This design comes from an exercise in tuning for small area on the open sky130 flow, not from production work. Function was checked by simulation only, so behaviour that the tests miss may differ from the original. The clock port is modelled as an ideal driver; clocking choices that lean on that would not hold on a real chip. Power figures rest on the tool's default switching activity, not on a simulated workload.

`flow/flow/run.sh`:
```
#!/bin/bash
# The standard ORFS layout (standard.sh, unchanged synthesis, floorplan, power
# grid and placement), with three settings changed:
#  - clock tree: clkbuf_4 buffers only and no dummy loads,
#  - port buffers: buf_1 cells,
#  - constant outputs: one tie cell per value instead of one per port.
# The make output goes to standard_flow.log; ORFS's per-step logs are under orfs/logs.
set -euo pipefail
export CTS_ARGS="-sink_clustering_enable -repair_clock_nets -dont_use_dummy_load -buf_list sky130_fd_sc_hd__clkbuf_4"
export BUFFER_PORTS_ARGS="-buffer_cell sky130_fd_sc_hd__buf_1"
export SKIP_REPAIR_TIE_FANOUT=1
bash standard.sh finish > standard_flow.log 2>&1
```
`flow/standard.sh`:
```
#!/bin/bash
# synth_recipe.tcl (not shown) runs the flow's synth.tcl, then flattens the netlist and writes it again
# the make line also repeats each setting of config.mk as NAME=value (left out here)
make -C /OpenROAD-flow-scripts/flow DESIGN_CONFIG=/design/flow/config.mk WORK_HOME=/design/flow/orfs CLKGATE_MAP_FILE= SYNTH_SCRIPT=/design/flow/synth_recipe.tcl "${@:-finish}"
```
`flow/config.mk`:
```
export PLATFORM = sky130hd
export DESIGN_NAME = ac4e6_board
export DESIGN_NICKNAME = ac4e6_board
export VERILOG_FILES = /design/flow/design.v
export SDC_FILE = /design/flow/constraint.sdc
export NUM_CORES = 4
export LEC_CHECK = 0
export CAP_MARGIN = 20
export CORE_MARGIN = 2
export CORE_UTILIZATION = 70
export SLEW_MARGIN = 20
```
`flow/constraint.sdc`:
```
create_clock -name core_clock -period 20.0 [get_ports {clk50}]
set_input_delay 4.0000 -clock core_clock [delete_from_list [all_inputs] [get_ports {clk50}]]
set_output_delay 4.0000 -clock core_clock [all_outputs]
set_load 0.01 [all_outputs]
```
`flow/design.v`:
```
module uart_rx (
	input wire clk,
	input wire nrst,
	input wire rxd,
	output reg [7:0] data,
	output reg data_v
);
localparam [12:0] L_N = 13'd339;
localparam [12:0] L_N3_2 = 13'd4953;
reg state_input;
reg [2:0] state;  
reg [12:0] cnt;
wire cnt_low = (cnt == 0);
wire [12:0] cnt_step = {cnt[11:0], cnt[12] ^ cnt[2] ^ (cnt[12] && cnt[11:0] == 0)};
wire load = cnt_low && (state_input || !rxd);
always @(posedge clk) begin
	data_v <= 0;
	if (!nrst)
		cnt <= 0;
	else
		cnt <= load ? (state_input ? L_N : L_N3_2) : cnt_step;
	if (!nrst) begin
		state_input <= 0;
		state <= 0;
	end else if (load) begin
		if (!state_input) begin
			state_input <= 1;
		end else begin
			data <= {rxd, data[7:1]};
			state_input <= (state != 7);
			state <= state + 1;
			data_v <= (state == 7);
		end
	end
end
endmodule  
module uart_rx_dbg (
	input wire clk,
	input wire nrst,
	input wire rxd,
	output wire [12:0] data,
	output wire data_v
);
reg [12:0] cnt;
reg rxd_r;
reg edge_r;
wire chg = rxd_r != rxd;
wire stop = cnt[12] & cnt[11] & cnt[9];
assign data = cnt;
assign data_v = edge_r && (cnt >= 13'd3906) && (cnt <= 13'd6510);
always @(posedge clk) begin
	rxd_r <= rxd;
	edge_r <= nrst && chg;
	if (!nrst)
		cnt <= 0;
	else if (edge_r)
		cnt <= {12'b0, !chg};
	else
		cnt <= cnt + {12'b0, !chg && !stop};
end
endmodule  
module uart_tx (
	input wire clk,
	input wire nrst,
	input wire [7:0] data,
	input wire data_valid,
	output reg data_ready,
	output reg txd
);
localparam [12:0] L_N = 13'd339;
reg [12:0] cnt;
reg [3:0] ph;
wire idle = (ph == 1);
wire cnt0 = (cnt == 0);
wire [12:0] cnt_step = {cnt[11:0], cnt[12] ^ cnt[2] ^ (cnt[12] && cnt[11:0] == 0)};
wire [3:0] ph_inc = ph + 4'd1;
always @(posedge clk) begin
	cnt <= (idle || cnt0) ? L_N : cnt_step;
	if (!nrst) begin
		ph <= 1;
		data_ready <= 0;
		txd <= 1;
	end else if (idle) begin
		if (data_valid) begin
			ph <= 7;
			txd <= 0;
		end
	end else if (cnt0) begin
		ph <= ph_inc;
		if (ph == 0)
			data_ready <= 1;
		else
			txd <= ph_inc[3] ? data[ph_inc[2:0]] : 1'b1;
	end
end
endmodule  
module led (
	input wire clk,
	input wire nrst,
	input wire [31:0] data,  
	input wire [1:0] zero,  
	output reg [7:0] led_segments,
	output reg [7:0] led_enable
);
reg [12:0] c_lo;
reg [2:0] c_hi;
reg r1;
reg [3:0] digit;
reg [3:0] digit_d;
wire lo_z = (c_lo[11:0] == 0);
wire [12:0] lo_step = {c_lo[11:0], c_lo[12] ^ c_lo[3] ^ c_lo[2] ^ c_lo[0] ^ lo_z};
wire [12:0] cnt_lo = r1 ? 13'd0 : lo_step;
wire [2:0] cnt_hi = r1 ? 3'd0 : c_hi + (c_lo[12] && lo_z);
always @(posedge clk) begin
	r1 <= !nrst;
	c_lo <= cnt_lo;
	c_hi <= cnt_hi;
	digit_d <= digit;
	if (!nrst)
		digit <= 4'hf;
	else
		digit <= zero[cnt_hi[2]] ? 4'd0 : data[cnt_hi*4 +: 4];
end
always @(*) begin
	led_enable = 8'hff;
	if (!r1) led_enable[c_hi] = 1'b0;
	if (r1) led_segments = 8'hff;
	else case (digit_d)
		0: led_segments = 8'b1100_0000;
		1: led_segments = 8'b1111_1001;
		2: led_segments = 8'b1010_0100;
		3: led_segments = 8'b1011_0000;
		4: led_segments = 8'b1001_1001;
		5: led_segments = 8'b1001_0010;
		6: led_segments = 8'b1000_0010;
		7: led_segments = 8'b1111_1000;
		8: led_segments = 8'b1000_0000;
		9: led_segments = 8'b1001_0000;
		10:led_segments = 8'b1000_1000;
		11:led_segments = 8'b1000_0011;
		12:led_segments = 8'b1100_0110;
		13:led_segments = 8'b1010_0001;
		14:led_segments = 8'b1000_0110;
		default: led_segments = 8'b1000_1110;
	endcase
end
endmodule  
module ac4e6_board (
	input wire clk50,
	input wire [3:0] key,
	input wire [7:0] switch,
	input wire ps2_data,
	input wire ps2_sdck,
	input wire ch340_rx,
	output wire ch340_tx,
	output wire buzzer,
	output wire [7:0] led_segments,
	output wire [7:0] led_enable,
	output wire [2:0] vga_rgb,
	output wire vga_hsync,
	output wire vga_vsync,
	output wire [11:0] led
);
assign buzzer = '1;
assign vga_rgb = '1;
assign vga_hsync = '1;
assign vga_vsync = '1;
assign led = '1;
wire nrst;
assign nrst = key[2];
wire [7:0] uart_q;
wire uart_qv;
uart_rx i_uart_rx(clk50, nrst, ch340_rx, uart_q, uart_qv);
wire [12:0] uart_dbg;
wire uart_dbg_v;
uart_rx_dbg i_uart_dbg(clk50, nrst, ch340_rx, uart_dbg, uart_dbg_v);
reg [7:0] ch340_data;
reg [1:0] pend;
reg loaded;
reg ch340_data_valid;
wire ch340_data_ready;
uart_tx i_uart_tx(clk50, nrst, ch340_data, ch340_data_valid, ch340_data_ready, ch340_tx);
wire rd = pend != 0;
wire adv = ch340_data_valid && ch340_data_ready;
always @(posedge clk50) begin
	if (rd && !loaded)
		ch340_data <= uart_q;
	if (!nrst) begin
		pend <= 0;
		loaded <= 0;
		ch340_data_valid <= 0;
	end else begin
		loaded <= rd && !adv;
		pend <= pend + uart_qv - adv;
		if (adv)
			ch340_data_valid <= 0;
		else if (uart_qv || rd)
			ch340_data_valid <= 1;
	end
end
reg [12:0] led_lo, led_hi;
reg z_lo, z_hi;
led i_led(clk50, nrst, {3'b0, led_hi, 3'b0, led_lo}, {z_hi, z_lo}, led_segments, led_enable);
always @(posedge clk50) begin
	if (uart_dbg_v) begin
		led_lo <= uart_dbg;
		led_hi <= led_lo;
	end
	if (!nrst) begin
		z_lo <= 1;
		z_hi <= 1;
	end else if (uart_dbg_v) begin
		z_lo <= 0;
		z_hi <= z_lo;
	end
end
endmodule  
```
==> impl_metrics.py, run 1 <==
metrics = {
    "global_routing": {
        "first_global_vias": 3168,
        "grt_pass1_wl_microns": 14100,
        "antenna_found_initial": 0,
        "overflow": 0,
        "grt_max_degree": 30,
        "grt_use_total_pct": 21.5,
    },
    "layout": {
        "layout_commonest_cell": "dfxtp_1",
        "fin_area_sq_mm": 0.00541,
        "layout_common_cells": "dfxtp_1 (86), nor2_1 (42), edfxtp_1 (42)",
        "fillCellCount": 538,
        "fin_util_pct": 74.2,
        "area_delta_synth_final_pct": 2.51,
        "num-nets-final": 503,
        "diodes": 0,
        "drive_gt1_share_pct": 9.68,
    },
    "critical_path": {
        "worst-path-max-fanout": 7,
        "r2r_setup_slack_ns": 17.14,
        "slowest_delay_ns": 0.44,
        "path_buf_inv": 2,
        "cp_top_family": "flip-flops",
        "worstPathArrival_ns": 1.82,
        "crit_end": "led_enable[2]",
        "startpoint": "i_led.c_hi[0]",
        "regToRegStartpoint": "i_led.c_lo[9]",
        "slowest_stage": "dfxtp_1",
        "crit_required_ns": 16.00,
        "cp-start-kind": "flip-flop",
        "endpoint_kind": "output pin",
        "cp.depth": 6,
        "crit_chain": "inv_1 > ha_1 > nor3_1 > a21oi_1 > nand3b_1 > buf_1",
        "rr_worst_depth": 10,
        "critical_path_class": "flip-flop to output pin",
        "reg2reg_to": "i_led.digit[3]",
    },
    "logic_synthesis": {
        "synth_area_sq_mm": 0.00528,
        "ys_warn_count": 5,
        "synth_edf_count": 42,
        "async_flop_share_pct": 0,
        "avgSynthCellArea_sq_um": 11.4,
        "yosys_most_used_dff": "dfxtp_1",
        "synthCells": 463,
        "synth_cell_types": 61,
        "syn-num-nets": 499,
        "synth-seq-cells": 128,
        "seq_area_frac_synth_pct": 56.5,
    },
    "power": {
        "p_seq_share_pct": 63.9,
        "power_density_mw_per_mm2": 84.8,
        "p_total_mw": 0.459,
        "ir_worst_vdd_mv": 0.0775,
        "clock_power_share_pct": 24.1,
        "netSwitchingFraction_pct": 24.9,
        "p_int_mw": 0.345,
        "p_leak_nw": 1.94,
        "p_sw_mw": 0.114,
        "combPwrFrac_pct": 12.0,
    },
    "drt": {
        "final_antenna_net_count": 0,
        "dr.pass1.iters": 4,
        "wirelength_microns": 8210,
        "drtIter0Drc": 164,
        "route.detailed.drc": 0,
        "viasPerCell": 5.67,
        "vias": 3199,
        "wl_per_cell_microns": 14.6,
    },
    "timing": {
        "fin_setup_tns_ns": 0,
        "tightest_slew_ns": 0.980,
        "clock.fmax_mhz": 172,
        "hold_viol": 0,
        "fin_worst_skew_ns": 0.0427,
        "max_slew_margin_pct": 34.2,
        "finalSetupViolations": 0,
        "period_minus_slack_ns": 5.82,
        "rsz0062_at_grt": "false",
        "slew_viol_final": 0,
        "finalCritPeriodShare_pct": 29.1,
    },
    "clocking": {
        "clock_sinks": 128,
        "cts.clk_slew.worst_paths_ns": 0.08,
        "cts_resized": 0,
        "htreeDepth": 4,
        "cts_hold_buf": 0,
        "cts_root_buf": "clkbuf_4",
        "cts_tree": "yes",
        "cts_buffers": 17,
        "post_cts_buffers": 0,
        "cts_buffer_depth": 2,
        "clk_latency_ns": 0.49,
    },
    "die": {
        "initial_core_util_pct": 72.4,
        "dieWidth_microns": 90.9,
        "die_h_microns": 90.9,
        "core_area_sq_mm": 0.00729,
        "die-area_sq_mm": 0.00825,
        "num_io_pins": 51,
        "rows": 31,
    },
    "placed_design": {
        "place_area_sq_mm": 0.00529,
        "gp_congestion": 0.821,
        "dp_hpwl_microns": 5830,
        "portBuffers": 18,
    },
    "run": {
        "cap_violations": 0,
    },
    "worst_hold_path": {
        "hp-class": "flip-flop to flip-flop",
        "hp-start": "led_lo[11]",
    },
    "run_status": {
        "status": "complete, no violations",
    },
}
-- registers in the layout, summed over array words and instances (netlist names), 8 cells and up, named ones only --
signal,count
ch340_data,8
i_led.c_lo,13
i_uart_dbg.cnt,13
i_uart_rx.cnt,13
i_uart_rx.data,8
i_uart_tx.cnt,13
led_hi,13
led_lo,13
-- cells by family (layout without fill, tap and decap cells) --
group / count (synthesis) / in the layout / share of synthesized area, %
simple gates: 160 / 160 / 17.0
compound gates: 53 / 53 / 7.16
fa+ha+maj: 20 / 20 / 4.74
other cells: 1 / 1 / 0.0710
buf+inv: 55 / 57 / 5.52
xor+xnor: 23 / 23 / 3.82
flops: 128 / 128 / 56.5
mux: 23 / 23 / 5.17
-- Yosys cell counts, drive strengths merged, types with 5 or more instances --
master  count  share of area [%]
nand2      15                1.1
and3        7               0.83
nor2       42                3.0
nand4       5               0.71
clkbuf     10               0.73
and2        9                1.1
or2         9                1.1
nor2b      24                2.8
dfxtp      86                 33
nor4        8                1.5
o21ai      13                1.2
xnor2      15                2.5
nand2b      8               0.95
edfxtp     42                 24
ha         20                4.7
buf        26                3.4
a21oi       9               0.85
nor3        9               0.95
inv        19                1.4
xor2        8                1.3
nand3      11                1.0
mux2i      16                3.0
-- how the worst min path moves through the flow --
stage | to | slack (ns) | cells after the start
detailed placement | ch340_data[0] | 0.43 | 0
finish | led_hi[11] | 0.45 | 0
CTS | led_hi[11] | 0.46 | 0
global placement | ch340_data[0] | 0.41 | 0
floorplan | ch340_data[0] | 0.40 | 0
global route | i_uart_rx.data[5] | 0.47 | 0
-- routing by layer --
metal	global-route usage, %	share of wire, %	vias up
met5	0	0	-
met4	7.45	1.4	0
met3	6.76	4.2	16
met2	37.9	51	69
met1	24.8	44	1521
li1	-	-	1593
-- power by group through the flow --
stage | Sequential [mW] | Combinational [mW] | Clock [mW]
global placement | 0.298 | 0.0523 | 0
CTS | 0.293 | 0.0548 | 0.114
floorplan | 0.295 | 0.0488 | 0
detailed placement | 0.299 | 0.0546 | 0
finish | 0.293 | 0.0549 | 0.111
global route | 0.295 | 0.0626 | 0.125
-- metrics by stage --
step | hold WS (ns) | setup WS [ns] | std cells
global route | 0.470 | 14.05 | 564
CTS | 0.456 | 14.16 | 564
global placement | 0.406 | 14.13 | 547
finish | 0.452 | 14.18 | 564
detailed placement | 0.434 | 14.09 | 547
floorplan | 0.400 | 14.50 | 463
-- cell type report --
type	instances	area (sq um)	share of cell area (%)
inverter	19	71.3	1.32
sequential	128	2980	55.1
timing repair buffer	21	90.1	1.66
clock buffer	17	128	2.36
tap	99	124	2.29
multi-input combinational	280	2020	37.3
==> inputs of run 2 (changes only) <==
==> flow/flow/run.sh (replaced) <==
#!/bin/bash
# The standard ORFS layout (standard.sh: unchanged synthesis, floorplan, power
# grid, placement and routing), with these settings changed:
#  - clock tree: clkbuf_4 buffers and no dummy loads; afterwards each leaf
#    clock buffer gets the smallest clkbuf size that keeps its flip-flop clock
#    pins' slew under 105 ps (flow/post_cts.tcl, run as ORFS's POST_CTS_TCL),
#  - port buffers: buf_1 cells,
#  - constant outputs: one tie cell per value instead of one per port.
# The make output goes to standard_flow.log; ORFS's per-step logs are under orfs/logs.
set -euo pipefail
export CTS_ARGS="-sink_clustering_enable -repair_clock_nets -dont_use_dummy_load -buf_list sky130_fd_sc_hd__clkbuf_4"
export POST_CTS_TCL="$(pwd)/flow/post_cts.tcl"
export BUFFER_PORTS_ARGS="-buffer_cell sky130_fd_sc_hd__buf_1"
export SKIP_REPAIR_TIE_FANOUT=1
bash standard.sh finish > standard_flow.log 2>&1
==> flow/flow/post_cts.tcl (new file) <==
# After CTS: give each leaf clock buffer (one that drives flip-flops) the
# smallest clkbuf whose worst flip-flop clock-pin slew, with placement
# parasitics, stays under CLKBUF_SLEW_NS; then re-legalize the placement.
proc clkbuf_sink_slew {name} {
  set worst 0
  foreach p [get_pins -of_objects [get_nets -of_objects [get_pins $name/X]] -filter "direction==input"] {
    set s [get_property $p slew_max]
    if {$s > $worst} { set worst $s }
  }
  return $worst
}
proc clkbuf_fit {} {
  set thr 0.105
  if {[info exists ::env(CLKBUF_SLEW_NS)]} { set thr $::env(CLKBUF_SLEW_NS) }
  set sizes {sky130_fd_sc_hd__clkbuf_2 sky130_fd_sc_hd__clkbuf_4 sky130_fd_sc_hd__clkbuf_8 sky130_fd_sc_hd__clkbuf_16}
  set changed 0
  foreach inst [[ord::get_db_block] getInsts] {
    set m [[$inst getMaster] getName]
    if {[lsearch $sizes $m] < 0} continue
    set out [$inst findITerm X]
    set net [$out getNet]
    if {$net == "NULL" || [$net getSigType] != "CLOCK"} continue
    set leaf 1
    foreach it [$net getITerms] {
      if {[$it isInputSignal] && [lsearch $sizes [[[$it getInst] getMaster] getName]] >= 0} { set leaf 0 }
    }
    if {!$leaf} continue
    set name [$inst getName]
    set best ""
    foreach s $sizes {
      replace_cell [get_cells $name] [get_lib_cells */$s]
      estimate_parasitics -placement
      if {[clkbuf_sink_slew $name] < $thr} { set best $s; break }
    }
    if {$best == ""} { set best [lindex $sizes end] }
    if {$best != $m} { incr changed; puts "clkbuf_fit: $name $m -> $best" }
  }
  detailed_placement
  check_placement -verbose
  estimate_parasitics -placement
  puts "clkbuf_fit: $changed clock buffers resized"
}
clkbuf_fit
--- a/flow/config.mk
+++ b/flow/config.mk
@@ -7,5 +7,5 @@
 export LEC_CHECK = 0
 export CAP_MARGIN = 20
 export CORE_MARGIN = 2
-export CORE_UTILIZATION = 70
+export CORE_UTILIZATION = 85
 export SLEW_MARGIN = 20
==> impl_metrics.py, run 2 <==
metrics = {
    "critical_path": {
        "slowest_stage": "dfxtp_1",
        "rr_worst_depth": 10,
        "slowest_delay_ns": 0.45,
        "crit_required_ns": 16.00,
        "crit_chain": "inv_1 > ha_1 > nor3_1 > nand4_1 > buf_1",
        "cp.depth": 5,
        "path_buf_inv": 2,
        "cp_top_family": "flip-flops",
        "worst-path-max-fanout": 6,
        "endpoint_kind": "output pin",
        "worstPathArrival_ns": 1.85,
        "cp-start-kind": "flip-flop",
        "critical_path_class": "flip-flop to output pin",
    },
    "drt": {
        "wl_per_cell_microns": 19.4,
        "drtIter0Drc": 370,
        "route.detailed.drc": 0,
        "vias": 3479,
        "viasPerCell": 6.44,
        "wirelength_microns": 10400,
        "final_antenna_net_count": 0,
        "dr.pass1.iters": 8,
    },
    "timing": {
        "rsz0062_at_grt": "false",
        "whs_ns": 0.430,
        "clock.fmax_mhz": 171,
        "slew_viol_final": 0,
        "hold_viol": 0,
        "max_slew_margin_pct": 30.6,
        "period_minus_slack_ns": 5.85,
        "tightest_slew_ns": 1.03,
        "fin_setup_tns_ns": 0,
        "finalSetupViolations": 0,
        "finalCritPeriodShare_pct": 29.2,
        "fin_worst_skew_ns": 0.0503,
    },
    "power": {
        "ir_worst_vdd_mv": 0.101,
        "power_density_mw_per_mm2": 87.1,
        "p_leak_nw": 1.95,
    },
    "logic_synthesis": {
        "synthCells": 463,
        "synthMostInstantiatedCell": "dfxtp_1",
        "synth_area_sq_mm": 0.00528,
        "seq_area_frac_synth_pct": 56.5,
        "synth_top_area_cell": "dfxtp_1",
        "ys_top_cells_by_count": "dfxtp_1 (86), edfxtp_1 (42), nor2_1 (42), nor2b_1 (24), ha_1 (20)",
        "async_flop_share_pct": 0,
        "synthTopCellsByArea": "dfxtp_1 (33%), edfxtp_1 (24%), ha_1 (4.7%), mux2i_1 (3.0%), nor2_1 (3.0%)",
        "synth.top_cell.area_share_pct": 32.6,
        "ys_warn_count": 5,
        "yosys_most_used_dff": "dfxtp_1",
        "avgSynthCellArea_sq_um": 11.4,
        "synth_edf_count": 42,
        "syn-num-nets": 499,
        "synth_cell_types": 61,
        "synth-seq-cells": 128,
    },
    "die": {
        "die_h_microns": 82.8,
        "die-area_sq_mm": 0.00686,
        "num_io_pins": 51,
        "dieWidth_microns": 82.8,
        "rows": 28,
        "initial_core_util_pct": 88.7,
        "core_area_sq_mm": 0.00596,
    },
    "worst_hold_path": {
        "hp-class": "flip-flop to flip-flop",
        "worstHoldPathCells": 0,
    },
    "global_routing": {
        "antenna_found_initial": 0,
        "grt_pass1_wl_microns": 16900,
        "first_global_vias": 3507,
        "overflow": 0,
        "grt_use_total_pct": 31.8,
        "grt_max_degree": 30,
    },
    "clocking": {
        "cts.clk_slew.worst_paths_ns": 0.11,
        "clk_latency_ns": 0.54,
        "cts_tree": "yes",
        "clock_sinks": 128,
    },
    "placed_design": {
        "gp_congestion": 0.844,
        "dp_hpwl_microns": 6290,
        "portBuffers": 18,
    },
    "layout": {
        "area_delta_synth_final_pct": 1.94,
        "seq_area_sq_mm": 0.00298,
        "diodes": 0,
        "layout_common_cells": "dfxtp_1 (86), nor2_1 (42), edfxtp_1 (42)",
        "fillCellCount": 258,
        "drive_gt1_share_pct": 9.68,
        "num-nets-final": 503,
        "layout_commonest_cell": "dfxtp_1",
        "multi_input_area_sq_mm": 0.00202,
    },
    "run": {
        "cap_violations": 0,
    },
    "run_status": {
        "status": "complete, no violations",
    },
}
## run 2: changes by cell type in the layout (fill, tap and decap cells not counted)
cell and change:
clkbuf_2 +5, clkbuf_8 +2, clkbuf_4 -7
## run 2: layout make-up
class | instances | area share (%)
flip-flops and latches | 128 | 55.4
multi-input cells | 280 | 37.5
clock buffers | 17 | 2.37
well taps | 75 | 1.74
repair buffers | 21 | 1.67
inverters | 19 | 1.32
## run 2: path summary, 6_finish.rpt
kind                          start             end  slack (ns)
hold / removal    i_uart_rx.data[0]   ch340_data[0]        0.43
setup reg to reg      i_led.c_lo[3]  i_led.digit[3]       17.13
hold reg to reg   i_uart_rx.data[0]   ch340_data[0]        0.43
setup / recovery      i_led.c_hi[0]   led_enable[0]       14.15
## run 2: layer usage
metal	GRT usage, %	vias up	part of all wire (%)
met4	14.2	0	3.4
li1	-	1600	-
met3	9.34	42	7.5
met5	0	-	0
met2	55.9	217	52
met1	35.9	1620	37
## run 2: per-stage QoR
step	total power, mW	std cells	instance area (sq um)	utilization (%)	setup WS, ns
2_1_floorplan	0.344	463	5280	-	14.50
3_3_place_gp	0.350	523	5260	88.2	14.16
3_5_place_dp	0.354	523	5260	88.2	14.03
5_1_grt	0.487	540	5380	90.4	14.00
6_report	0.469	540	5380	90.4	14.15
## run 2: power breakdown
part / total, mW / leakage (nW) / internal (mW) / switching, mW
Combinational: 0.0576 / 0.835 / 0.0233 / 0.0343
Clock: 0.117 / 0.0812 / 0.0381 / 0.0785
Sequential: 0.295 / 1.03 / 0.282 / 0.0124
## run 2: kinds of logic after synthesis
group	after synthesis	synth area share [%]
AOI/OAI and AO/OA	53	7.16
buffers and inverters	55	5.52
xor gates and xnor gates	23	3.82
and+or+nand+nor	160	17.0
other	1	0.0710
adders and majority gates	20	4.74
muxes	23	5.17
DFF	128	56.5
==> inputs of run 3 (changes only) <==
--- a/flow/config.mk
+++ b/flow/config.mk
@@ -7,5 +7,5 @@
 export LEC_CHECK = 0
 export CAP_MARGIN = 20
 export CORE_MARGIN = 2
-export CORE_UTILIZATION = 85
+export CORE_UTILIZATION = 70
 export SLEW_MARGIN = 20
==> impl_metrics.py, run 3 <==
metrics = {
    "critical_path": {
        "worstPathArrival_ns": 1.84,
        "worst-path-max-fanout": 7,
        "crit_required_ns": 16.00,
        "startpoint": "i_led.c_hi[0]",
        "crit_chain": "inv_1 > ha_1 > nor3_1 > a21oi_1 > nand3b_1 > buf_1",
        "r2r_setup_slack_ns": 17.09,
        "slowest_delay_ns": 0.44,
        "cp.depth": 6,
        "rr_worst_depth": 10,
        "path_buf_inv": 2,
        "cp_top_family": "flip-flops",
        "regToRegStartpoint": "i_led.c_lo[9]",
        "critical_path_class": "flip-flop to output pin",
        "slowest_stage": "dfxtp_1",
        "reg2reg_to": "i_led.digit[3]",
        "cp-start-kind": "flip-flop",
        "endpoint_kind": "output pin",
        "crit_end": "led_enable[2]",
    },
    "layout": {
        "area_delta_synth_final_pct": 2.73,
        "layout_common_cells": "dfxtp_1 (86), nor2_1 (42), edfxtp_1 (42)",
        "fin_util_pct": 74.4,
        "drive_gt1_share_pct": 9.68,
        "num-nets-final": 503,
        "diodes": 0,
        "layout_commonest_cell": "dfxtp_1",
    },
    "global_routing": {
        "grt_max_degree": 30,
        "first_global_vias": 3170,
        "antenna_found_initial": 0,
        "overflow": 0,
        "grt_pass1_wl_microns": 14200,
        "grt_use_total_pct": 21.7,
    },
    "clocking": {
        "clk_latency_ns": 0.51,
        "cts.clk_slew.worst_paths_ns": 0.09,
        "clock_sinks": 128,
        "cts_tree": "yes",
    },
    "logic_synthesis": {
        "synth_area_sq_mm": 0.00528,
        "ys_top_cells_by_count": "dfxtp_1 (86), edfxtp_1 (42), nor2_1 (42), nor2b_1 (24), ha_1 (20)",
        "synth_edf_count": 42,
        "synth-seq-cells": 128,
        "synthCells": 463,
        "synth_cell_types": 61,
        "async_flop_share_pct": 0,
        "syn-num-nets": 499,
        "seq_area_frac_synth_pct": 56.5,
        "synthMostInstantiatedCell": "dfxtp_1",
        "synth_top_area_cell": "dfxtp_1",
        "avgSynthCellArea_sq_um": 11.4,
        "yosys_most_used_dff": "dfxtp_1",
        "synthTopCellsByArea": "dfxtp_1 (33%), edfxtp_1 (24%), ha_1 (4.7%), mux2i_1 (3.0%), nor2_1 (3.0%)",
        "synth.top_cell.area_share_pct": 32.6,
        "ys_warn_count": 5,
    },
    "drt": {
        "wl_per_cell_microns": 14.7,
        "viasPerCell": 5.63,
        "wirelength_microns": 8300,
        "route.detailed.drc": 0,
        "vias": 3178,
        "drtIter0Drc": 173,
        "final_antenna_net_count": 0,
        "dr.pass1.iters": 4,
    },
    "worst_hold_path": {
        "worstHoldPathCells": 0,
        "hp-start": "led_lo[3]",
        "hp-class": "flip-flop to flip-flop",
    },
    "power": {
        "power_density_mw_per_mm2": 85.6,
        "p_leak_nw": 1.95,
        "ir_worst_vdd_mv": 0.0786,
    },
    "die": {
        "die_h_microns": 90.9,
        "dieWidth_microns": 90.9,
        "rows": 31,
        "core_area_sq_mm": 0.00729,
        "initial_core_util_pct": 72.4,
        "num_io_pins": 51,
        "die-area_sq_mm": 0.00825,
    },
    "timing": {
        "slew_viol_final": 0,
        "fin_setup_tns_ns": 0,
        "max_slew_margin_pct": 35.2,
        "finalSetupViolations": 0,
        "finalCritPeriodShare_pct": 29.2,
        "tightest_slew_ns": 0.965,
        "period_minus_slack_ns": 5.84,
        "clock.fmax_mhz": 171,
        "hold_viol": 0,
        "fin_worst_skew_ns": 0.0591,
        "rsz0062_at_grt": "false",
    },
    "placed_design": {
        "dp_hpwl_microns": 5830,
        "gp_congestion": 0.821,
        "portBuffers": 18,
    },
    "run": {
        "cap_violations": 0,
    },
    "run_status": {
        "status": "complete, no violations",
    },
}
==> run 3: how the worst min path moves through the flow <==
stage,to,slack (ns)
floorplan,ch340_data[0],0.40
global placement,ch340_data[0],0.41
detailed placement,ch340_data[0],0.43
global route,led_hi[3],0.45
finish,led_hi[3],0.43
==> run 3: cell families after synthesis <==
family,synth area share (%)
AND/OR/NAND/NOR,17.0
buffers and inverters,5.52
adder cells (fa/ha/maj),4.74
AO/OA/AOI/OAI,7.16
multiplexers,5.17
flip-flops,56.5
XOR/XNOR,3.82
other,0.0710
==> run 3: metal layers <==
metal,track usage [%],share of wire [%]
met1,24.7,43
met2,38.2,51
met3,7.01,4.1
met4,7.83,1.7
met5,0,0
==> run 3: stage by stage <==
stage / total power, mW / instances / setup slack [ns] / area [sq um] / hold WS, ns
floorplan: 0.344 / 463 / 14.50 / 5280 / 0.400
global route: 0.487 / 564 / 14.02 / 5420 / 0.454
finish: 0.464 / 564 / 14.16 / 5420 / 0.431
global placement: 0.350 / 547 / 14.13 / 5290 / 0.406
detailed placement: 0.354 / 547 / 14.09 / 5290 / 0.434
==> run 3: worst reg2reg max path, stage by stage, from the launching register on <==
cell and delay, ns:
dfxtp_1 0.32, nor4_1 0.32, nand3_1 0.17, nor2_1 0.13, ha_1 0.16, ha_1 0.18, nor2b_1 0.74, mux2i_1 0.27
mux2i_1 0.11, a22oi_1 0.25, o21ai_0 0.10
==> run 3: cell type report <==
type                            count  area (sq um)
Fill cell                         535          1870
Inverter                           19          71.3
Clock buffer                       17           139
Sequential cell                   128          2980
Timing Repair Buffer               21          90.1
Multi-Input combinational cell    280          2020
Tap cell                           99           124
==> run 3: power breakdown <==
part	total, mW	switching [mW]	leakage (nW)	internal, mW
Combinational	0.0551	0.0319	0.835	0.0232
Sequential	0.293	0.0110	1.03	0.282
Clock	0.116	0.0734	0.0846	0.0422
Total	0.464	0.116	1.95	0.348
==> inputs of run 4 (changes only) <==
--- a/flow/design.v
+++ b/flow/design.v
@@ -2,36 +2,31 @@
 	input wire clk,
 	input wire nrst,
 	input wire rxd,
-	output reg [7:0] data,
+	output wire [7:0] data,
 	output reg data_v
 );
 localparam [12:0] L_N = 13'd339;
 localparam [12:0] L_N3_2 = 13'd4953;
-reg state_input;
-reg [2:0] state;  
+reg [8:0] sr;
 reg [12:0] cnt;
+wire idle = sr[0];
 wire cnt_low = (cnt == 0);
 wire [12:0] cnt_step = {cnt[11:0], cnt[12] ^ cnt[2] ^ (cnt[12] && cnt[11:0] == 0)};
-wire load = cnt_low && (state_input || !rxd);
-always @(posedge clk) begin
-	data_v <= 0;
+wire start = cnt_low && idle && !rxd;
+wire sample = cnt_low && !idle;
+assign data = sr[8:1];
+always @(posedge clk) begin
+	data_v <= nrst && sample && sr[1];
 	if (!nrst)
 		cnt <= 0;
 	else
-		cnt <= load ? (state_input ? L_N : L_N3_2) : cnt_step;
-	if (!nrst) begin
-		state_input <= 0;
-		state <= 0;
-	end else if (load) begin
-		if (!state_input) begin
-			state_input <= 1;
-		end else begin
-			data <= {rxd, data[7:1]};
-			state_input <= (state != 7);
-			state <= state + 1;
-			data_v <= (state == 7);
-		end
-	end
+		cnt <= start ? L_N3_2 : sample ? L_N : cnt_step;
+	if (!nrst)
+		sr[0] <= 1;
+	else if (start)
+		sr <= 9'h100;
+	else if (sample)
+		sr <= {rxd, sr[8:1]};
 end
 endmodule  
 module uart_rx_dbg (
@@ -174,29 +169,24 @@
 wire [12:0] uart_dbg;
 wire uart_dbg_v;
 uart_rx_dbg i_uart_dbg(clk50, nrst, ch340_rx, uart_dbg, uart_dbg_v);
+localparam [2:0] Q_IDLE = 3'b000, Q_NEW = 3'b101, Q_ONE = 3'b100, Q_TWO = 3'b110, Q_NEXT = 3'b001;
 reg [7:0] ch340_data;
-reg [1:0] pend;
-reg loaded;
-reg ch340_data_valid;
+reg [2:0] q;
+wire ch340_data_valid = q[2];
 wire ch340_data_ready;
 uart_tx i_uart_tx(clk50, nrst, ch340_data, ch340_data_valid, ch340_data_ready, ch340_tx);
-wire rd = pend != 0;
-wire adv = ch340_data_valid && ch340_data_ready;
 always @(posedge clk50) begin
-	if (rd && !loaded)
+	if (q[0])
 		ch340_data <= uart_q;
-	if (!nrst) begin
-		pend <= 0;
-		loaded <= 0;
-		ch340_data_valid <= 0;
-	end else begin
-		loaded <= rd && !adv;
-		pend <= pend + uart_qv - adv;
-		if (adv)
-			ch340_data_valid <= 0;
-		else if (uart_qv || rd)
-			ch340_data_valid <= 1;
-	end
+	if (!nrst)
+		q <= Q_IDLE;
+	else case (q)
+		Q_IDLE: q <= uart_qv ? Q_NEW : Q_IDLE;
+		Q_NEW: q <= ch340_data_ready ? Q_IDLE : Q_ONE;
+		Q_ONE: q <= ch340_data_ready ? (uart_qv ? Q_NEXT : Q_IDLE) : (uart_qv ? Q_TWO : Q_ONE);
+		Q_TWO: q <= ch340_data_ready ? Q_NEXT : Q_TWO;
+		default: q <= Q_ONE;  
+	endcase
 end
 reg [12:0] led_lo, led_hi;
 reg z_lo, z_hi;
==> impl_metrics.py, run 4 <==
metrics = {
    "run_status": {
        "status": "complete, no violations",
    },
    "clocking": {
        "cts.clk_slew.worst_paths_ns": 0.10,
        "clk_latency_ns": 0.49,
        "clock_sinks": 124,
        "cts_tree": "yes",
    },
    "timing": {
        "fin_worst_skew_ns": 0.0589,
        "max_slew_margin_pct": 38.6,
        "period_minus_slack_ns": 5.77,
        "finalCritPeriodShare_pct": 28.8,
        "finalSetupViolations": 0,
        "fin_setup_tns_ns": 0,
        "slew_viol_final": 0,
        "clock.fmax_mhz": 173,
        "hold_viol": 0,
        "rsz0062_at_grt": "false",
        "tightest_slew_ns": 0.919,
    },
    "logic_synthesis": {
        "yosys_most_used_dff": "dfxtp_1",
        "synth_top_area_cell": "dfxtp_1",
        "synth.top_cell.area_share_pct": 32.1,
        "synth-seq-cells": 124,
        "synth_cell_types": 51,
        "synthTopCellsByArea": "dfxtp_1 (32%), edfxtp_1 (25%), ha_1 (3.9%), nor2_1 (3.3%), nor2b_1 (3.1%)",
        "avgSynthCellArea_sq_um": 10.9,
        "synthMostInstantiatedCell": "dfxtp_1",
        "ys_warn_count": 5,
        "synthAdderAreaFrac_pct": 3.91,
        "synth_edf_count": 42,
        "synthSimpleGateAreaFrac_pct": 17.2,
        "syn-num-nets": 501,
        "synth-xor-area-share_pct": 3.42,
        "synth_top_family_by_area": "simple AND/OR/NAND/NOR gates",
        "ys_top_cells_by_count": "dfxtp_1 (82), nor2_1 (45), edfxtp_1 (42), nor2b_1 (25), nand2_1 (24)",
        "synthMuxAreaShare_pct": 5.35,
        "synth_area_sq_mm": 0.00512,
        "seq_area_frac_synth_pct": 56.7,
        "synth_compound_area_share_pct": 7.53,
        "synthCells": 469,
        "async_flop_share_pct": 0,
    },
    "global_routing": {
        "first_global_vias": 2912,
        "antenna_found_initial": 0,
        "grt_pass1_wl_microns": 12800,
        "grt_use_total_pct": 21.3,
        "grt_max_degree": 30,
        "overflow": 0,
    },
    "power": {
        "ir_worst_vdd_mv": 0.0844,
        "power_density_mw_per_mm2": 96.2,
        "p_leak_nw": 1.85,
        "p_total_mw": 0.502,
    },
    "drt": {
        "drtIter0Drc": 160,
        "route.detailed.drc": 0,
        "drt-met1-wl_microns": 3570,
        "final_antenna_net_count": 0,
        "wl_per_cell_microns": 13.9,
        "highest_layer": "met4",
        "dr.pass1.iters": 4,
        "vias": 3223,
        "wirelength_microns": 7870,
        "wl_met2_microns": 3800,
        "viasPerCell": 5.68,
        "wl_met3_microns": 399,
    },
    "layout": {
        "num-nets-final": 502,
        "layout_commonest_cell": "dfxtp_1",
        "drive_gt1_share_pct": 8.55,
        "final_cell_count_no_fill": 567,
        "layout_common_cells": "dfxtp_1 (82), nor2_1 (45), edfxtp_1 (42)",
        "diodes": 0,
        "fin_util_pct": 72.7,
        "area_delta_synth_final_pct": 1.93,
    },
    "die": {
        "rows": 31,
        "dieWidth_microns": 89.5,
        "num_io_pins": 51,
        "die_h_microns": 89.5,
        "die-area_sq_mm": 0.00801,
        "core_area_sq_mm": 0.00718,
        "initial_core_util_pct": 71.3,
    },
    "placed_design": {
        "gp_congestion": 0.844,
        "portBuffers": 18,
        "dpl.cell_count": 550,
        "dp_hpwl_microns": 5400,
    },
    "critical_path": {
        "worstPathArrival_ns": 1.77,
        "worst-path-max-fanout": 6,
        "critical_path_class": "flip-flop to output pin",
        "crit_required_ns": 16.00,
        "cp-start-kind": "flip-flop",
        "endpoint_kind": "output pin",
        "slowest_delay_ns": 0.45,
        "crit_chain": "inv_1 > ha_1 > nor3_1 > nand4_1 > buf_1",
        "slowest_stage": "dfxtp_1",
    },
    "worst_hold_path": {
        "hp-class": "flip-flop to flip-flop",
    },
    "run": {
        "cap_violations": 0,
    },
}
-- run 4: cell types whose count changed after synthesis, moves of 5 or more --
cell / before / now
nand2_1: 15 / 24
clkbuf_1: 9 / 14
nand2b_1: 8 / 3
xnor2_1: 15 / 10
-- run 4: layout make-up --
| class | instances | area (sq um) |
|---|---|---|
| flip-flops and latches | 124 | 2900 |
| inverters | 18 | 67.6 |
| well taps | 99 | 124 |
| multi-input cells | 289 | 1920 |
| repair buffers | 20 | 82.6 |
| fillers | 535 | 1960 |
| clock buffers | 17 | 121 |
-- run 4: through the flow --
stage / setup slack, ns / area (sq um) / hold WS [ns]
floorplan: 14.55 / 5120 / 0.403
global placement: 14.13 / 5090 / 0.425
detailed placement: 14.06 / 5090 / 0.430
global route: 14.01 / 5220 / 0.437
finish: 14.23 / 5220 / 0.423
-- run 4: worst paths after layout --
path                                 startpoint             end  slack [ns]  cells after the start
worst max register to register    i_led.c_lo[3]  i_led.digit[3]       17.14                     10
worst max-delay path              i_led.c_hi[0]   led_enable[0]       14.23                      5
worst min-delay path            i_uart_rx.sr[7]   ch340_data[6]        0.42                      0
worst min register to register  i_uart_rx.sr[7]   ch340_data[6]        0.42                      0
-- run 4: cell families after synthesis --
group,Yosys count
and+or+nand+nor,169
buffers and inverters,56
adders and majority gates,16
muxes,23
AOI/OAI and AO/OA,60
other,1
DFF,124
xor gates and xnor gates,20
-- run 4: report_power, final --
part           leakage, nW  total [mW]  switching, mW  internal (mW)
clock network       0.0786       0.106         0.0696         0.0361
registers            0.998       0.310         0.0183          0.291
logic                0.769      0.0865         0.0488         0.0377
total                 1.85       0.502          0.137          0.365
-- run 4: worst max-delay path: cells and delay by family (launching register included) --
family                   cells  cell delay [ns]
AND/OR/NAND/NOR              2             0.33
flip-flops                   1             0.45
buffers and inverters        2             0.21
adder cells (fa/ha/maj)      1             0.33
-- run 4: routing by layer --
layer,vias up,GRT usage (%)
met2,92,34.5
met1,1506,26.3
met4,0,8.96
li1,1612,-
met3,13,7.02
met5,-,0
==> inputs of run 5 (changes only) <==
--- a/flow/flow/run.sh
+++ b/flow/flow/run.sh
@@ -3,7 +3,9 @@
 # grid, placement and routing), with these settings changed:
 #  - clock tree: clkbuf_4 buffers and no dummy loads; afterwards each leaf
 #    clock buffer gets the smallest clkbuf size that keeps its flip-flop clock
-#    pins' slew under 105 ps (flow/post_cts.tcl, run as ORFS's POST_CTS_TCL),
+#    pins' slew under 105 ps, and every other cell is given the smallest
+#    equivalent cell that keeps timing and slew/capacitance limits
+#    (flow/post_cts.tcl, run as ORFS's POST_CTS_TCL),
 #  - port buffers: buf_1 cells,
 #  - constant outputs: one tie cell per value instead of one per port.
 # The make output goes to standard_flow.log; ORFS's per-step logs are under orfs/logs.
--- a/flow/flow/post_cts.tcl
+++ b/flow/flow/post_cts.tcl
@@ -40,4 +40,63 @@
   estimate_parasitics -placement
   puts "clkbuf_fit: $changed clock buffers resized"
 }
+
+# Give every non-clock cell the smallest equivalent cell (same function and
+# pins), keeping a change only if it adds no max-slew/max-cap violation and
+# the worst setup slack stays above 5 ns.
+proc cell_area {lc} {
+  set m [[ord::get_db] findMaster [get_name $lc]]
+  if {$m == "NULL"} { return 1e9 }
+  return [expr {[$m getWidth] * [$m getHeight]}]
+}
+proc downsize_all {} {
+  sta::make_equiv_cells [get_libs *]
+  set dont [list]
+  foreach c $::env(DONT_USE_CELLS) { lappend dont $c }
+  set n 0
+  estimate_parasitics -placement
+  set base_slew [sta::max_slew_violation_count]
+  set base_cap [sta::max_capacitance_violation_count]
+  foreach inst [get_cells *] {
+    set lc [get_lib_cells -of_objects $inst]
+    if {$lc == "" || $lc == "NULL"} continue
+    set name [get_name $lc]
+    if {[string match "*clkbuf*" $name] || [string match "*clkinv*" $name] || [string match "*conb*" $name] || [string match "*tap*" $name] || [string match "*fill*" $name]} continue
+    set equiv [sta::find_equiv_cells $lc]
+    if {$equiv == ""} continue
+    set cands {}
+    foreach e $equiv {
+      if {$e == "NULL"} continue
+      set en [get_name $e]
+      set skip 0
+      foreach d $dont { if {[string match $d $en]} { set skip 1 } }
+      if {$skip || [string match "*clk*" $en] || [string match "*lpflow*" $en]} continue
+      if {[string match "*dfxtp*" $name] != [string match "*dfxtp*" $en]} continue
+      if {[string match "*edfxtp*" $name] != [string match "*edfxtp*" $en]} continue
+      lappend cands [list [cell_area $e] $en]
+    }
+    set cands [lsort -real -index 0 $cands]
+    set cur [cell_area $lc]
+    foreach c $cands {
+      lassign $c a en
+      if {$a >= $cur} break
+      replace_cell $inst [get_lib_cells */$en]
+      estimate_parasitics -placement
+      if {[sta::max_slew_violation_count] > $base_slew || [sta::max_capacitance_violation_count] > $base_cap || [sta::worst_slack_cmd max] < 5e-9} {
+        replace_cell $inst $lc
+      } else {
+        incr n
+        puts "downsize: [get_full_name $inst] $name -> $en"
+        break
+      }
+    }
+  }
+  estimate_parasitics -placement
+  puts "downsize: $n cells downsized"
+}
+
 clkbuf_fit
+downsize_all
+detailed_placement
+check_placement -verbose
+estimate_parasitics -placement
==> impl_metrics.py, run 5 <==
metrics = {
    "run_status": {
        "status": "complete, no violations",
    },
    "logic_synthesis": {
        "synth.top_cell.area_share_pct": 32.1,
        "synthMuxAreaShare_pct": 5.35,
        "avgSynthCellArea_sq_um": 10.9,
        "ys_warn_count": 5,
        "synth_top_area_cell": "dfxtp_1",
        "synthSimpleGateAreaFrac_pct": 17.2,
        "synth_edf_count": 42,
        "synthTopCellsByArea": "dfxtp_1 (32%), edfxtp_1 (25%), ha_1 (3.9%), nor2_1 (3.3%), nor2b_1 (3.1%)",
        "synthAdderAreaFrac_pct": 3.91,
        "async_flop_share_pct": 0,
        "synth-xor-area-share_pct": 3.42,
        "yosys_most_used_dff": "dfxtp_1",
        "synth-seq-cells": 124,
        "synth_top_family_by_area": "simple AND/OR/NAND/NOR gates",
        "ys_top_cells_by_count": "dfxtp_1 (82), nor2_1 (45), edfxtp_1 (42), nor2b_1 (25), nand2_1 (24)",
        "synth_area_sq_mm": 0.00512,
        "synth_compound_area_share_pct": 7.53,
        "synth_cell_types": 51,
        "syn-num-nets": 501,
        "synthMostInstantiatedCell": "dfxtp_1",
        "seq_area_frac_synth_pct": 56.7,
        "synthCells": 469,
    },
    "drt": {
        "wirelength_microns": 7870,
        "viasPerCell": 5.70,
        "vias": 3233,
        "wl_per_cell_microns": 13.9,
        "dr.pass1.iters": 4,
        "drt-met1-wl_microns": 3570,
        "highest_layer": "met4",
        "drtIter0Drc": 158,
        "route.detailed.drc": 0,
        "wl_met3_microns": 413,
        "final_antenna_net_count": 0,
        "wl_met2_microns": 3770,
    },
    "global_routing": {
        "antenna_found_initial": 0,
        "grt_use_total_pct": 21.3,
        "grt_max_degree": 30,
        "overflow": 0,
        "first_global_vias": 2910,
        "grt_pass1_wl_microns": 12800,
    },
    "power": {
        "p_int_mw": 0.365,
        "clock_power_share_pct": 21.1,
        "power_density_mw_per_mm2": 96.3,
        "p_total_mw": 0.502,
        "combPwrFrac_pct": 17.2,
        "p_leak_nw": 1.84,
        "p_seq_share_pct": 61.7,
        "ir_worst_vdd_mv": 0.0843,
        "netSwitchingFraction_pct": 27.3,
        "p_sw_mw": 0.137,
    },
    "placed_design": {
        "dpl.cell_count": 550,
        "dp_hpwl_microns": 5400,
        "portBuffers": 18,
        "dpl_worst_slack_ns": 14.06,
        "gp_congestion": 0.844,
    },
    "clocking": {
        "clk_latency_ns": 0.49,
        "cts_tree": "yes",
        "clock_sinks": 124,
        "cts.clk_slew.worst_paths_ns": 0.10,
    },
    "timing": {
        "max_slew_margin_pct": 36.1,
        "slew_viol_final": 0,
        "fin_ws_ns": 14.23,
        "hold_viol": 0,
        "finalSetupViolations": 0,
        "rsz0062_at_grt": "false",
        "fin_setup_tns_ns": 0,
        "clock.fmax_mhz": 173,
        "tightest_slew_ns": 0.958,
        "fin_worst_skew_ns": 0.0601,
        "finalCritPeriodShare_pct": 28.8,
        "period_minus_slack_ns": 5.77,
    },
    "worst_hold_path": {
        "hp-class": "flip-flop to flip-flop",
        "hp-start": "i_uart_rx.sr[7]",
        "worstHoldPathCells": 0,
    },
    "layout": {
        "fin_util_pct": 72.6,
        "num-nets-final": 502,
        "final_cell_count_no_fill": 567,
        "area_delta_synth_final_pct": 1.78,
        "fillCellCount": 538,
        "multi_input_area_sq_mm": 0.00192,
        "diodes": 0,
        "drive_gt1_share_pct": 8.12,
        "layout_commonest_cell": "dfxtp_1",
        "seq_area_sq_mm": 0.00290,
        "layout_common_cells": "dfxtp_1 (82), nor2_1 (45), edfxtp_1 (42)",
    },
    "critical_path": {
        "cp-start-kind": "flip-flop",
        "regToRegStartpoint": "i_led.c_lo[3]",
        "worstPathArrival_ns": 1.77,
        "r2r_setup_slack_ns": 17.08,
        "startpoint": "i_led.c_hi[0]",
        "crit_end": "led_enable[0]",
        "endpoint_kind": "output pin",
        "reg2reg_to": "i_led.digit[3]",
        "critical_path_class": "flip-flop to output pin",
        "worst-path-max-fanout": 6,
        "rr_worst_depth": 10,
        "crit_required_ns": 16.00,
    },
    "die": {
        "die-area_sq_mm": 0.00801,
        "dieWidth_microns": 89.5,
        "initial_core_util_pct": 71.3,
        "num_io_pins": 51,
        "rows": 31,
        "die_h_microns": 89.5,
        "core_area_sq_mm": 0.00718,
    },
    "run": {
        "cap_violations": 0,
    },
}
## run 5: power by group through the flow
stage	clock network, mW	logic, mW	registers, mW
5_1_grt	0.121	0.0999	0.313
3_3_place_gp	0	0.0842	0.314
6_report	0.106	0.0861	0.310
3_5_place_dp	0	0.0866	0.315
2_1_floorplan	0	0.0746	0.308
## run 5: cell families after synthesis
kind of cell             Yosys count
XOR/XNOR                          20
adder cells (fa/ha/maj)           16
AND/OR/NAND/NOR                  169
multiplexers                      23
other                              1
flip-flops                       124
buffers and inverters             56
AO/OA/AOI/OAI                     60
## run 5: critical path: stages (launching register included)
cell,delay (ns)
dfxtp_1,0.45
inv_1,0.07
ha_1,0.33
nor3_1,0.21
nand4_1,0.12
buf_1,0.14
## run 5: final cells by class
| cell class | count | share of cell area (%) |
|---|---|---|
| repair buffers | 20 | 1.44 |
| multi-input cells | 289 | 36.8 |
| inverters | 18 | 1.30 |
| flip-flops and latches | 124 | 55.7 |
| clock buffers | 17 | 2.33 |
| well taps | 99 | 2.38 |
## run 5: worst min-delay path by stage
| stage | slack [ns] | end |
|---|---|---|
| after floorplan | 0.40 | led_lo[2] |
| after global routing | 0.44 | ch340_data[2] |
| after detailed placement | 0.43 | ch340_data[4] |
| final | 0.42 | ch340_data[6] |
| after global placement | 0.42 | i_uart_tx.cnt[1] |
## run 5: through the flow
step / hold slack (ns) / cell area [sq um]
floorplan: 0.403 / 5120
global placement: 0.425 / 5090
detailed placement: 0.430 / 5090
global route: 0.437 / 5210
finish: 0.422 / 5210
## run 5: metal layers
layer,global-route usage (%),up-vias
li1,-,1615
met1,26.4,1513
met2,34.5,90
met3,7.02,15
met4,8.96,0
met5,0,-
==> inputs of run 6 (changes only) <==
--- a/flow/design.v
+++ b/flow/design.v
@@ -3,7 +3,7 @@
 	input wire nrst,
 	input wire rxd,
 	output wire [7:0] data,
-	output reg data_v
+	output wire data_v
 );
 localparam [12:0] L_N = 13'd339;
 localparam [12:0] L_N3_2 = 13'd4953;
@@ -15,8 +15,8 @@
 wire start = cnt_low && idle && !rxd;
 wire sample = cnt_low && !idle;
 assign data = sr[8:1];
+assign data_v = idle && (cnt == L_N);
 always @(posedge clk) begin
-	data_v <= nrst && sample && sr[1];
 	if (!nrst)
 		cnt <= 0;
 	else
@@ -116,28 +116,16 @@
 	else
 		digit <= zero[cnt_hi[2]] ? 4'd0 : data[cnt_hi*4 +: 4];
 end
+localparam [111:0] PAT = {
+	7'b000_1110, 7'b000_0110, 7'b010_0001, 7'b100_0110,
+	7'b000_0011, 7'b000_1000, 7'b001_0000, 7'b000_0000,
+	7'b111_1000, 7'b000_0010, 7'b001_0010, 7'b001_1001,
+	7'b011_0000, 7'b010_0100, 7'b111_1001, 7'b100_0000};
+wire [6:0] pat = PAT[digit_d*7 +: 7];
 always @(*) begin
 	led_enable = 8'hff;
 	if (!r1) led_enable[c_hi] = 1'b0;
-	if (r1) led_segments = 8'hff;
-	else case (digit_d)
-		0: led_segments = 8'b1100_0000;
-		1: led_segments = 8'b1111_1001;
-		2: led_segments = 8'b1010_0100;
-		3: led_segments = 8'b1011_0000;
-		4: led_segments = 8'b1001_1001;
-		5: led_segments = 8'b1001_0010;
-		6: led_segments = 8'b1000_0010;
-		7: led_segments = 8'b1111_1000;
-		8: led_segments = 8'b1000_0000;
-		9: led_segments = 8'b1001_0000;
-		10:led_segments = 8'b1000_1000;
-		11:led_segments = 8'b1000_0011;
-		12:led_segments = 8'b1100_0110;
-		13:led_segments = 8'b1010_0001;
-		14:led_segments = 8'b1000_0110;
-		default: led_segments = 8'b1000_1110;
-	endcase
+	led_segments = r1 ? 8'hff : {1'b1, pat};
 end
 endmodule  
 module ac4e6_board (
--- a/flow/flow/run.sh
+++ b/flow/flow/run.sh
@@ -3,7 +3,7 @@
 # grid, placement and routing), with these settings changed:
 #  - clock tree: clkbuf_4 buffers and no dummy loads; afterwards each leaf
 #    clock buffer gets the smallest clkbuf size that keeps its flip-flop clock
-#    pins' slew under 105 ps, and every other cell is given the smallest
+#    pins' slew under 95 ps, and every other cell is given the smallest
 #    equivalent cell that keeps timing and slew/capacitance limits
 #    (flow/post_cts.tcl, run as ORFS's POST_CTS_TCL),
 #  - port buffers: buf_1 cells,
--- a/flow/flow/post_cts.tcl
+++ b/flow/flow/post_cts.tcl
@@ -10,7 +10,7 @@
   return $worst
 }
 proc clkbuf_fit {} {
-  set thr 0.105
+  set thr 0.095
   if {[info exists ::env(CLKBUF_SLEW_NS)]} { set thr $::env(CLKBUF_SLEW_NS) }
   set sizes {sky130_fd_sc_hd__clkbuf_2 sky130_fd_sc_hd__clkbuf_4 sky130_fd_sc_hd__clkbuf_8 sky130_fd_sc_hd__clkbuf_16}
   set changed 0
==> impl_metrics.py, run 6 <==
metrics = {
    "drt": {
        "final_antenna_net_count": 0,
        "dr.pass1.iters": 4,
        "viasPerCell": 5.69,
        "wirelength_microns": 7490,
        "vias": 3086,
        "wl_per_cell_microns": 13.8,
        "drtIter0Drc": 88,
        "route.detailed.drc": 0,
    },
    "critical_path": {
        "slowest_stage": "mux4_2",
        "crit_top_cell": "inv_1",
        "critical_path_class": "flip-flop to output pin",
        "crit_chain": "inv_1 > ha_1 > inv_1 > mux4_2 > or2_2 > buf_1",
        "cp-start-kind": "flip-flop",
        "worstPathArrival_ns": 2.18,
        "crit_required_ns": 16.00,
        "slowest_delay_ns": 0.43,
        "endpoint_kind": "output pin",
        "worst-path-max-fanout": 5,
    },
    "die": {
        "dieWidth_microns": 88.7,
        "initial_core_util_pct": 73.2,
        "die-area_sq_mm": 0.00787,
        "core_area_sq_mm": 0.00687,
        "num_io_pins": 51,
        "rows": 30,
        "die_h_microns": 88.7,
    },
    "logic_synthesis": {
        "synthTopCellsByArea": "dfxtp_1 (31%), edfxtp_1 (25%), ha_1 (4.2%), mux2i_1 (3.4%), buf_4 (2.8%)",
        "synth_cell_types": 58,
        "synth_top_area_cell": "dfxtp_1",
        "async_flop_share_pct": 0,
        "yosys_most_used_dff": "dfxtp_1",
        "syn-num-nets": 479,
        "ys_top_cells_by_count": "dfxtp_1 (78), edfxtp_1 (42), nor2_1 (31), nand2_1 (21), nor2b_1 (20)",
        "synth.top_cell.area_share_pct": 31.1,
        "synth_area_sq_mm": 0.00503,
        "seq_area_frac_synth_pct": 56.2,
        "synthMostInstantiatedCell": "dfxtp_1",
        "ys_warn_count": 5,
        "synth-seq-cells": 120,
        "avgSynthCellArea_sq_um": 11.3,
        "synthCells": 446,
        "synth_edf_count": 42,
    },
    "run_status": {
        "status": "complete, no violations",
    },
    "placed_design": {
        "portBuffers": 18,
        "gp_congestion": 0.851,
        "dpl.cell_count": 525,
        "place_area_sq_mm": 0.00500,
        "dp_hpwl_microns": 5160,
    },
    "global_routing": {
        "antenna_found_initial": 0,
        "grt_pass1_wl_microns": 12700,
        "globalRouteMet3Util_pct": 7.74,
        "gr-max-usage-layer": "met2",
        "overflow": 0,
        "grt_use_total_pct": 21.3,
        "first_global_vias": 2901,
        "use_met2_pct": 33.3,
        "grt_max_degree": 29,
        "gr-usage-met1_pct": 27.1,
    },
    "power": {
        "ir_worst_vdd_mv": 0.0792,
        "power_density_mw_per_mm2": 91.6,
        "p_total_mw": 0.468,
        "p_leak_nw": 1.81,
    },
    "run": {
        "cap_violations": 0,
    },
    "layout": {
        "diodes": 0,
        "layout_common_cells": "dfxtp_1 (78), edfxtp_1 (42), nor2_1 (31)",
        "multi_input_area_sq_mm": 0.00191,
        "final_cell_count_no_fill": 542,
        "fin_area_sq_mm": 0.00511,
        "fin_util_pct": 74.4,
        "drive_gt1_share_pct": 6.50,
        "num-nets-final": 481,
        "seq_area_sq_mm": 0.00282,
        "fillCellCount": 513,
        "area_delta_synth_final_pct": 1.72,
        "layout_commonest_cell": "dfxtp_1",
    },
    "timing": {
        "hold_viol": 0,
        "slew_viol_final": 0,
        "clock.fmax_mhz": 162,
        "fin_worst_skew_ns": 0.0502,
        "max_slew_margin_pct": 33.1,
        "finalCritPeriodShare_pct": 30.9,
        "fin_setup_tns_ns": 0,
        "finalSetupViolations": 0,
        "period_minus_slack_ns": 6.18,
        "rsz0062_at_grt": "false",
        "tightest_slew_ns": 1.00,
    },
    "clocking": {
        "cts.clk_slew.worst_paths_ns": 0.08,
        "cts_tree": "yes",
        "clk_latency_ns": 0.48,
        "clock_sinks": 120,
    },
    "worst_hold_path": {
        "hp-class": "flip-flop to flip-flop",
    },
}
run 6: changes by cell type after synthesis, sizes merged, moves of 4 or more:
cell / before / now
nor2: 45 / 31
and2b: 0 / 4
a21oi: 13 / 9
nor2b: 25 / 20
nor3: 4 / 9
o21a: 3 / 7
or2: 12 / 2
dfxtp: 82 / 78
run 6: area by class of cell:
class,count,share of cell area (%)
flip-flops and latches,120,55.2
multi-input cells,274,37.3
clock buffers,17,2.59
well taps,96,2.35
repair buffers,19,1.40
inverters,16,1.17
run 6: final timing paths:
| check | slack, ns | to | depth (start not counted) | startpoint |
|---|---|---|---|---|
| hold reg to reg | 0.33 | i_led.digit_d[3] | 0 | i_led.digit[3] |
| setup / recovery | 13.82 | led_segments[3] | 6 | i_led.digit_d[0] |
| setup reg to reg | 16.96 | i_led.digit[2] | 10 | i_led.c_lo[10] |
| hold / removal | 0.33 | i_led.digit_d[3] | 0 | i_led.digit[3] |
run 6: through the flow:
stage / setup slack [ns] / hold slack, ns
after floorplan: 14.29 / 0.310
after global placement: 13.98 / 0.310
after detailed placement: 13.88 / 0.312
after global routing: 13.65 / 0.341
final: 13.82 / 0.329
run 6: logic make-up after synthesis:
| logic type | after synthesis | share of synthesized area [%] |
|---|---|---|
| simple gates | 151 | 16.6 |
| flops | 120 | 56.2 |
| compound gates | 60 | 8.09 |
| buf+inv | 52 | 5.53 |
| mux | 25 | 5.85 |
| xor+xnor | 20 | 3.49 |
| fa+ha+maj | 17 | 4.23 |
| other cells | 1 | 0.0746 |
run 6: power by group:
part           switching [mW]  internal [mW]  leakage [nW]
Sequential             0.0147          0.276         0.965
Combinational          0.0388         0.0308         0.761
Clock                  0.0675         0.0401        0.0820
run 6: critical path, delay by kind of cell (launching register included):
kind	cells	cell delay, ns
simple gates	1	0.28
mux	1	0.43
flops	1	0.41
buf+inv	3	0.31
fa+ha+maj	1	0.32
run 6: metal layers:
layer  vias up  share of wire, %
li1       1548                 -
met1      1457                47
met2        70                47
met3        11               4.5
met4         0               1.1
met5         -                 0
==> inputs of run 7 (changes only) <==
--- a/flow/flow/run.sh
+++ b/flow/flow/run.sh
@@ -1,6 +1,9 @@
 #!/bin/bash
-# The standard ORFS layout (standard.sh: unchanged synthesis, floorplan, power
-# grid, placement and routing), with these settings changed:
+# The standard ORFS layout (standard.sh: synthesis, floorplan, power grid,
+# placement and routing), with these changes:
+#  - after the standard synthesis, its combinational cells are mapped again
+#    for area by flow/remap.sh (flip-flops and tie cells kept as they are);
+#    the standard netlist is kept as 1_2_yosys_standard.v,
 #  - clock tree: clkbuf_4 buffers and no dummy loads; afterwards each leaf
 #    clock buffer gets the smallest clkbuf size that keeps its flip-flop clock
 #    pins' slew under 95 ps, and every other cell is given the smallest
@@ -14,4 +17,8 @@
 export POST_CTS_TCL="$(pwd)/flow/post_cts.tcl"
 export BUFFER_PORTS_ARGS="-buffer_cell sky130_fd_sc_hd__buf_1"
 export SKIP_REPAIR_TIE_FANOUT=1
+R=$(pwd)/orfs/results/sky130hd/ac4e6_board/base
+bash standard.sh "$R/1_2_yosys.v" > standard_synth.log 2>&1
+cp "$R/1_2_yosys.v" "$R/1_2_yosys_standard.v"
+bash flow/remap.sh "$R/1_2_yosys_standard.v" "$R/1_2_yosys.v" > remap.log 2>&1
 bash standard.sh finish > standard_flow.log 2>&1
==> flow/flow/remap.sh (new file) <==
#!/bin/bash
# remap.sh IN.v OUT.v: re-map the combinational logic of the standard
# synthesis netlist IN.v with Yosys's ABC (default, area-oriented script) and
# write OUT.v. The flip-flops and tie cells are kept as they are (same
# instances, names and cell types); every other cell is read as its liberty
# function and mapped again.
set -euo pipefail
IN=$1; OUT=$2
LIB=${FLOW_HOME:-/OpenROAD-flow-scripts/flow}/platforms/sky130hd/lib/sky130_fd_sc_hd__tt_025C_1v80.lib
YOSYS=${FLOW_HOME:-/OpenROAD-flow-scripts/flow}/../tools/install/yosys/bin/yosys
[[ -x $YOSYS ]] || YOSYS=yosys
DU="-dont_use *probe* -dont_use *lpflow* -dont_use *clkbuf* -dont_use *clkinv* -dont_use *clkdly* -dont_use *dlygate* -dont_use *dlymetal* -dont_use *bufbuf* -dont_use *_16 -dont_use *_12"
$YOSYS -p "
read_liberty -ignore_miss_func $LIB
read_verilog -sv $IN
hierarchy -top ac4e6_board
blackbox sky130_fd_sc_hd__*df* sky130_fd_sc_hd__*dl* sky130_fd_sc_hd__conb_1
flatten
opt_clean -purge
abc -liberty $LIB $DU
opt_clean -purge
setundef -zero
splitnets
hilomap -singleton -hicell sky130_fd_sc_hd__conb_1 HI -locell sky130_fd_sc_hd__conb_1 LO
insbuf -buf sky130_fd_sc_hd__buf_1 A X
opt_clean -purge
read_liberty -overwrite -lib $LIB
hierarchy -top ac4e6_board
stat -liberty $LIB
check -assert -mapped
write_verilog -noattr -nohex -nodec $OUT
"
==> impl_metrics.py, run 7 <==
metrics = {
    "run_status": {
        "status": "complete, no violations",
    },
    "global_routing": {
        "use_met2_pct": 35.1,
        "gr-max-usage-layer": "met2",
        "grt_max_degree": 28,
        "grt_use_total_pct": 22.5,
        "grt_pass1_wl_microns": 12600,
        "antenna_found_initial": 0,
        "globalRouteMet3Util_pct": 7.08,
        "first_global_vias": 2753,
        "overflow": 0,
        "gr-usage-met1_pct": 29.8,
    },
    "critical_path": {
        "cp_top_family": "buffers and inverters",
        "regToRegStartpoint": "i_led.c_lo[0]",
        "worst-path-max-fanout": 25,
        "cp-start-kind": "input port",
        "path_buf_inv": 4,
        "crit_required_ns": 20.12,
        "critical_path_class": "input port to flip-flop",
        "crit_top_cell": "buf_1",
        "slowest_delay_ns": 0.76,
        "crit_chain": "buf_1 > buf_1 > inv_1 > a2111oi_0 > buf_1",
        "slowest_stage": "buf_1",
        "worstPathArrival_ns": 6.21,
        "endpoint_kind": "flip-flop",
        "startpoint": "key[2]",
    },
    "timing": {
        "finalSetupViolations": 0,
        "rsz0062_at_grt": "false",
        "fin_worst_skew_ns": 0.0491,
        "max_slew_margin_pct": 31.1,
        "hold_viol": 0,
        "fin_setup_tns_ns": 0,
        "slew_viol_final": 0,
        "period_minus_slack_ns": 6.08,
        "clock.fmax_mhz": 164,
        "whs_ns": 0.300,
        "finalCritPeriodShare_pct": 30.4,
        "tightest_slew_ns": 1.03,
    },
    "logic_synthesis": {
        "synthCells": 410,
        "syn-num-nets": 426,
        "ys_warn_count": 5,
        "synth_area_sq_mm": 0.00450,
        "avgSynthCellArea_sq_um": 11.0,
    },
    "layout": {
        "diodes": 0,
        "multi_input_area_sq_mm": 0.00158,
        "seq_area_sq_mm": 0.00282,
        "layout_common_cells": "dfxtp_1 (78), edfxtp_1 (42), nor2_1 (35)",
        "layout_commonest_cell": "dfxtp_1",
        "num-nets-final": 447,
        "fillCellCount": 426,
        "drive_gt1_share_pct": 3.96,
        "fin_area_sq_mm": 0.00475,
        "area_delta_synth_final_pct": 5.50,
    },
    "drt": {
        "wirelength_microns": 7330,
        "wl_per_cell_microns": 14.5,
        "final_antenna_net_count": 0,
        "drtIter0Drc": 130,
        "vias": 2926,
        "dr.pass1.iters": 5,
        "viasPerCell": 5.78,
        "route.detailed.drc": 0,
    },
    "die": {
        "rows": 29,
        "die-area_sq_mm": 0.00709,
        "die_h_microns": 84.2,
        "core_area_sq_mm": 0.00628,
        "dieWidth_microns": 84.2,
        "num_io_pins": 51,
        "initial_core_util_pct": 71.7,
    },
    "clocking": {
        "clock_sinks": 120,
        "cts.clk_slew.worst_paths_ns": 0.08,
        "cts_tree": "yes",
        "clk_latency_ns": 0.50,
    },
    "placed_design": {
        "gp_congestion": 0.852,
        "place_area_sq_mm": 0.00462,
        "portBuffers": 18,
        "dp_hpwl_microns": 4910,
    },
    "power": {
        "power_density_mw_per_mm2": 95.8,
        "ir_worst_vdd_mv": 0.0933,
        "p_total_mw": 0.455,
        "p_leak_nw": 1.72,
    },
    "worst_hold_path": {
        "hp-class": "flip-flop to flip-flop",
        "hp-start": "i_led.digit[3]",
    },
    "run": {
        "cap_violations": 0,
    },
}
==> run 7: metal layers <==
metal / up-vias / routed length, microns
li1: 1499 / -
met1: 1366 / 3420
met2: 52 / 3490
met3: 9 / 300
met4: 0 / 108
met5: - / 0
==> run 7: worst paths after layout <==
check                      to  slack (ns)  cells after the start
max           i_uart_rx.sr[7]       13.92                      5
min          i_led.digit_d[3]        0.30                      0
max reg2reg    i_led.digit[1]       17.11                      8
min reg2reg  i_led.digit_d[3]        0.30                      0
==> run 7: area by class of cell <==
cell class                 count  share of cell area (%)
tap                           77                    2.03
sequential                   120                    59.4
multi-input combinational    264                    33.3
timing repair buffer          20                    1.58
clock buffer                  17                    3.03
inverter                       8                   0.632
==> run 7: power by group <==
| part | switching, mW | internal (mW) | leakage [nW] |
|---|---|---|---|
| clock | 0.0693 | 0.0441 | 0.0855 |
| sequential | 0.0135 | 0.275 | 0.976 |
| combinational | 0.0326 | 0.0209 | 0.660 |
==> run 7: per-stage QoR <==
step	setup WS, ns	utilization [%]	cells
3_5_place_dp	13.61	73.6	489
3_3_place_gp	13.65	73.6	489
2_1_floorplan	13.61	-	410
6_report	13.92	75.6	506
5_1_grt	13.68	75.6	506
==> run 7: worst reg2reg max path, stage by stage (launching register included) <==
cell and delay [ns]:
dfxtp_1 0.34, nor4_1 0.40, and4_1 0.35, nand3_1 0.15, xor2_1 0.17, nor2_1 0.65, mux2_1 0.40, a22oi_1 0.18
o21ai_0 0.08

[static timing again, ports no longer ideal]
In the flow no input, the clock included, has a driving cell. The finished layouts below were timed again as built, in two steps. Step 1, drivers: a clkbuf_16 drives clk50 and a buf_2 each remaining input, both assumed. Step 2 times the ports against the registers' clock, not the clock port: input delays grow and output delays shrink by t, the midpoint of the rising clock arrivals with the driver on. Slacks: ideal ports / drivers / drivers and shift; pairs: ideal ports / drivers.
run | t, ns | setup WS [ns]
run 1 | 0.500 | 14.182 / 14.153 / 14.101
run 2 | 0.541 | 14.151 / 14.122 / 13.904
run 3 | 0.512 | 14.155 / 14.126 / 14.082
run 4 | 0.489 | 14.231 / 14.203 / 14.050
run 5 | 0.490 | 14.230 / 14.203 / 13.783
run 6 | 0.485 | 13.816 / 13.788 / 13.660
run 7 | 0.508 | 13.917 / 13.924 / 13.417
After both steps every run listed still meets setup and hold.
